This design comes from an exercise in tuning for small area and few clock cycles on the open sky130 flow, not from production work.
Function was checked by simulation only, so behaviour that the tests miss may differ from the original.
Power figures rest on the tool's default switching activity, not on a simulated workload.

## flow/design.v (module list and top-level ports; edited modules follow where they fit)
// module ao68000: 375 lines
// module bus_control: 829 lines
// module registers: 376 lines
// module memory_registers: 519 lines
// module decoder: 322 lines
// module alu_decode: 52 lines
// module condition: 28 lines
// module alu: 484 lines
// module microcode_branch: 217 lines
module ao68000 (
    input           CLK_I,               
    input           reset_n,             
    output          CYC_O,               
    output  [31:2]  ADR_O,               
    output  [31:0]  DAT_O,               
    input   [31:0]  DAT_I,               
    output  [3:0]   SEL_O,               
    output          STB_O,               
    output          WE_O,                
    input           ACK_I,               
    input           ERR_I,               
    input           RTY_I,               
    output          SGL_O,               
    output          BLK_O,               
    output          RMW_O,               
    output [2:0]    CTI_O,               
    output [1:0]    BTE_O,               
    output [2:0]    fc_o,                
    input [2:0]     ipl_i,               
    output          reset_o,             
    output          blocked_o            
);
  // ...
==> flow/run.sh <==
#!/bin/bash
# synth_recipe.tcl (not shown) runs the flow's synth.tcl, then flattens the netlist and writes it again
# the make line also repeats each setting of config.mk as NAME=value (left out here)
make -C /OpenROAD-flow-scripts/flow DESIGN_CONFIG=/design/flow/config.mk WORK_HOME=/design/flow/orfs CLKGATE_MAP_FILE= SYNTH_SCRIPT=/design/flow/synth_recipe.tcl finish
==> flow/config.mk <==
export PLATFORM = sky130hd
export DESIGN_NAME = ao68000
export DESIGN_NICKNAME = ao68000
export VERILOG_FILES = /design/flow/design.v
export SDC_FILE = /design/flow/constraint.sdc
export NUM_CORES = 4
export LEC_CHECK = 0
export CAP_MARGIN = 20
export CORE_MARGIN = 2
export CORE_UTILIZATION = 40
export SLEW_MARGIN = 20
export SYNTH_MEMORY_MAX_BITS = 65536
==> flow/constraint.sdc <==
create_clock -name core_clock -period 12.0 [get_ports {CLK_I}]
set_input_delay 2.4000 -clock core_clock [delete_from_list [all_inputs] [get_ports {CLK_I}]]
set_output_delay 2.4000 -clock core_clock [all_outputs]
set_load 0.01 [all_outputs]
==> results_dict.tcl, run 1 <==
set metrics [dict create \
    fmaxAchievable_mhz 85.0 \
    synthMuxAreaShare_pct 3.59 \
    largest_class "multi-input combinational cells" \
    drv_cap 0 \
    power-top-group "combinational logic" \
    core_area_sq_um 260000 \
    max_stage_delay_ps 640 \
    yosysMostFrequentCell "nand2_1" \
    syn_inst 13200 \
    sh_seq_area_pct 30.8 \
    ant_nets 0 \
    final_util_pct 46.2 \
    synth_seq_cells 1332 \
    grt_use_total_pct 51.8 \
    multi_input_area_share_pct 52.1 \
    min_to "registers_m.do_blocked_flag" \
    grt_max_degree 132 \
    synth-seq-area-share_pct 35.3 \
    cp_num_buf_inv 5 \
    hpwl_um 527000 \
    status "timing/DRC/antenna clean" \
    multi_input_comb_cells 10300 \
    clk_pin_slew_worst_paths_ps 50 \
    inv_count 409 \
    power_frac_comb_pct 65.4 \
    crit_path_end_kind "output port" \
    ys_top_cells_by_area "edfxtp_1 24%, dfrtp_1 8.2%, o21ai_0 6.2%, nand2_1 6.0%, a21oi_1 5.9%" \
    final_nets 13700 \
    final_area_sq_um 120000 \
    dp.cells 16600 \
    required_ps 9600 \
    pwr-share-seq_pct 20.8 \
    die_x_um 516 \
    skew_ps 105 \
]
Testbench counts, summed over its fixed seeds: cycles 94,879.
==> inputs of run 2 (changes only) <==
--- a/flow/config.mk
+++ b/flow/config.mk
@@ -8,5 +8,7 @@
 export CAP_MARGIN = 20
 export CORE_MARGIN = 2
 export CORE_UTILIZATION = 40
+export CTS_BUF_LIST = sky130_fd_sc_hd__clkbuf_8
+export GPL_TIMING_DRIVEN = 0
 export SLEW_MARGIN = 20
 export SYNTH_MEMORY_MAX_BITS = 65536
==> results_dict.tcl, run 2 <==
set metrics [dict create \
    status "finished with violations" \
    so_faults "setup timing" \
    final_common_cell "nand2_1" \
    ys_warn_count 6 \
    synth-seq-area-share_pct 35.3 \
    fmaxAchievable_mhz 79.9 \
    synth_seq_cells 1332 \
    final_util_pct 45.9 \
    synthFlopType "edfxtp_1" \
    wl_met1_um 279000 \
    period_needed_ps 12510 \
    syn_inst 13200 \
    grt_use_total_pct 56.6 \
    synth_cell_types 124 \
    p_sw_w 0.0244 \
    pwr-share-seq_pct 20.8 \
    die_x_um 516 \
    dieArea_sq_um 266000 \
    postRouteWirelength_um 782000 \
    max_stage_delay_ps 1260 \
    reg2reg_depth 29 \
    cts_tree "yes" \
    fin_ws_ps -511 \
    vdd_drop_max_mv 0.301 \
    p_sw_share_pct 61.2 \
    met3_length_um 141000 \
    synth_top_area_share_pct 24.4 \
    first_pass_iters 14 \
    cts.root.buffer_cell "clkbuf_8" \
    synthTopCellsByCount "1683 x nand2_1, 1295 x o21ai_0, 1252 x nor2_1" \
    initial_utilization_pct 40.3 \
    final_nets 14000 \
    ios 122 \
    fin_crit_sh_pct 104 \
    skew_ps 134 \
    globalRouteOverflowTotal 0 \
    startpoint_type "register" \
    worstPathMaxFanout 12 \
    slew_headroom_pct 2.03 \
    drt_iter0_markers 27400 \
    power_w 0.0399 \
    num_vias 131000 \
    grt_pass1_vias 116000 \
    r2r-end "memory_registers_m.micro_rom_q[78]" \
    avgSynthCellArea_sq_um 7.93 \
    leakagePower_nw 43.6 \
    power_frac_comb_pct 67.6 \
    core_area_sq_um 260000 \
    grt_max_degree 83 \
    rows 187 \
    synthToLayoutAreaGrowth_pct 13.9 \
    route.met2.wl_um 280000 \
    clock_path_buffers 4 \
    post_dp_cell_area_sq_um 113000 \
    crit_path_end_kind "register" \
    synth-async-reset-ratio_pct 26.2 \
    numCtsBuffers 238 \
    r2r_start "alu_m.result[14]" \
    final_cell_mix "1679 x nand2_1, 1277 x o21ai_0, 1206 x nor2_1, 1199 x a21oi_1, 850 x edfxtp_1" \
    intPower_w 0.0155 \
    worst_pin_slew_ps 1470 \
    ys_top_cells_by_area "edfxtp_1 24%, dfrtp_1 8.2%, o21ai_0 6.2%, nand2_1 6.0%, a21oi_1 5.9%" \
    clkPwrFrac_pct 11.6 \
    cp_common_cell "clkbuf_1" \
    die_h_um 516 \
    ctsHtreeMaxLevel 4 \
    hp-class "reg -> reg" \
    min-delay-start "memory_registers_m.micro_rom_q[64]" \
    yosysMostFrequentCell "nand2_1" \
    layout-drive-gt1-share_pct 8.95 \
    pre_cts_slack_ps -1540 \
    setup_viol 52 \
    drc 0 \
    synth_area_sq_um 105000 \
    drv_cap 0 \
    cts_sinks 1332 \
    synth_edf_count 850 \
    yosys.area.top_type "edfxtp_1" \
    final_area_sq_um 119000 \
    rrSetupSlack_ps -510 \
    port_buffers 95 \
    min_to "registers_m.do_blocked_flag" \
    top_layer_used "met5" \
    powerDensity_nw_per_um2 335 \
    required_ps 12830 \
    hold_viol 0 \
    clock_latency_ps 1160 \
    worst-setup-path-type "reg -> reg" \
    grt_pass1_wl_um 1030000 \
    wl_per_cell_um 44.6 \
    dp.cells 16900 \
    hpwl_um 594000 \
    ant_nets 0 \
    whs_path_depth 1 \
    hold_buffers 0 \
    clk_pin_slew_worst_paths_ps 60 \
    fin_cells 17500 \
    cp_slowest_cell "dfxtp_1" \
    gp_congestion 1.21 \
    antenna_found_initial 138 \
    slew_violations 0 \
    cp.arrival_ps 13340 \
    vias_per_cell 7.50 \
]
## run 2: cell counts after synthesis
Identical to the previous run, type by type.
## run 2: final cells by class
| type | count | area [sq um] |
|---|---|---|
| Fill cell | 26400 | 141000 |
| Multi-Input combinational cell | 10300 | 63200 |
| Sequential cell | 1332 | 36900 |
| Buffer | 1127 | 4670 |
| Tap cell | 3496 | 4370 |
| Clock buffer | 263 | 3620 |
| Timing Repair Buffer | 263 | 3240 |
| Inverter | 409 | 1550 |
| Clock inverter | 170 | 1270 |
| Antenna cell | 147 | 368 |
## run 2: worst max-delay path, delay by kind of cell, from the launching register on
family / cells / cell delay (ps)
xor+xnor: 1 / 270
fa+ha+maj: 2 / 660
buf+inv: 7 / 2930
simple gates: 7 / 3530
compound gates: 12 / 3600
flops: 1 / 1260
## run 2: kinds of logic after synthesis
group | after synthesis | share of synthesized area, %
AOI/OAI and AO/OA | 4820 | 29.4
DFF | 1332 | 35.3
other | 2 | 0.00717
adders and majority gates | 290 | 3.56
muxes | 353 | 3.59
buffers and inverters | 1545 | 5.67
and+or+nand+nor | 4536 | 19.7
xor gates and xnor gates | 327 | 2.77
## run 2: how the worst max path moves through the flow
stage | end | slack, ps | cells past startpoint | from
detailed placement | memory_registers_m.micro_rom_q[85] | -1540 | 29 | ACK_I
finish | memory_registers_m.micro_rom_q[78] | -510 | 29 | alu_m.result[14]
global placement | memory_registers_m.micro_rom_q[85] | -17440 | 23 | reset_n
global route | alu_m.sr[4] | -160 | 32 | memory_registers_m.micro_rom_q[75]
floorplan | ADR_O[30] | 2590 | 30 | bus_control_m.prefetch_ir_o[69]
CTS | ADR_O[31] | 0.6 | 36 | bus_control_m.prefetch_ir_o[78]
## run 2: what timing repair did
action                                 in CTS  in global routing
setup endpoints to repair                  93                147
pin swaps                                   9                 16
endpoints found under the hold margin       0                  0
setup buffers                              20                 20
resized for setup                         111                124
## run 2: power groups by stage
stage	combinational, W	clock [W]	sequential [W]
3_3_place_gp	0.0233	0	0.00813
3_5_place_dp	0.0239	0	0.00808
6_report	0.0270	0.00462	0.00832
5_1_grt	0.0264	0.00475	0.00816
4_1_cts	0.0241	0.00458	0.00800
2_1_floorplan	0.0120	0	0.00708
## run 2: per-stage QoR
stage,setup TNS [ps],hold slack [ps]
after global placement,-6215080,403
final,-7800,411
after global routing,-207,428
after CTS,0,414
after detailed placement,-52170,404
after floorplan,0,395
## run 2: layer usage
layer	track usage [%]	up-vias
li1	-	50500
met1	67.9	62900
met2	70.7	13900
met3	34.5	4100
met4	43.5	81
met5	6.05	-

[static timing again, ports no longer ideal]
The flow's constraints put no driver on any port. The routed layouts listed below were extracted and timed again, unchanged, in two steps. Step 1 sets driving cells, clkbuf_16 on the clock port and buf_2 on the other inputs (assumed; they add their load-dependent delay and slew). Step 2 adds t to the input delays and takes it off the output delays; t is the mean of the earliest and latest rising clock arrival at the registers after step 1. Input paths then give back, and output paths get back, about the clock's delay inside the block. Three values: ideal, step 1, step 2; two values: the first two.
run | t (ns) | setup slack, ns | worst setup path after step 2
run 1 | 0.980 | 0.241 / 0.129 / 0.587 | register to register
run 2 | 1.211 | -0.511 / -0.511 / -1.502 | input to register
For run 2, which loses most, drivers alone change the setup slack by 0.000 ns; drivers and shift together by -0.991 ns.
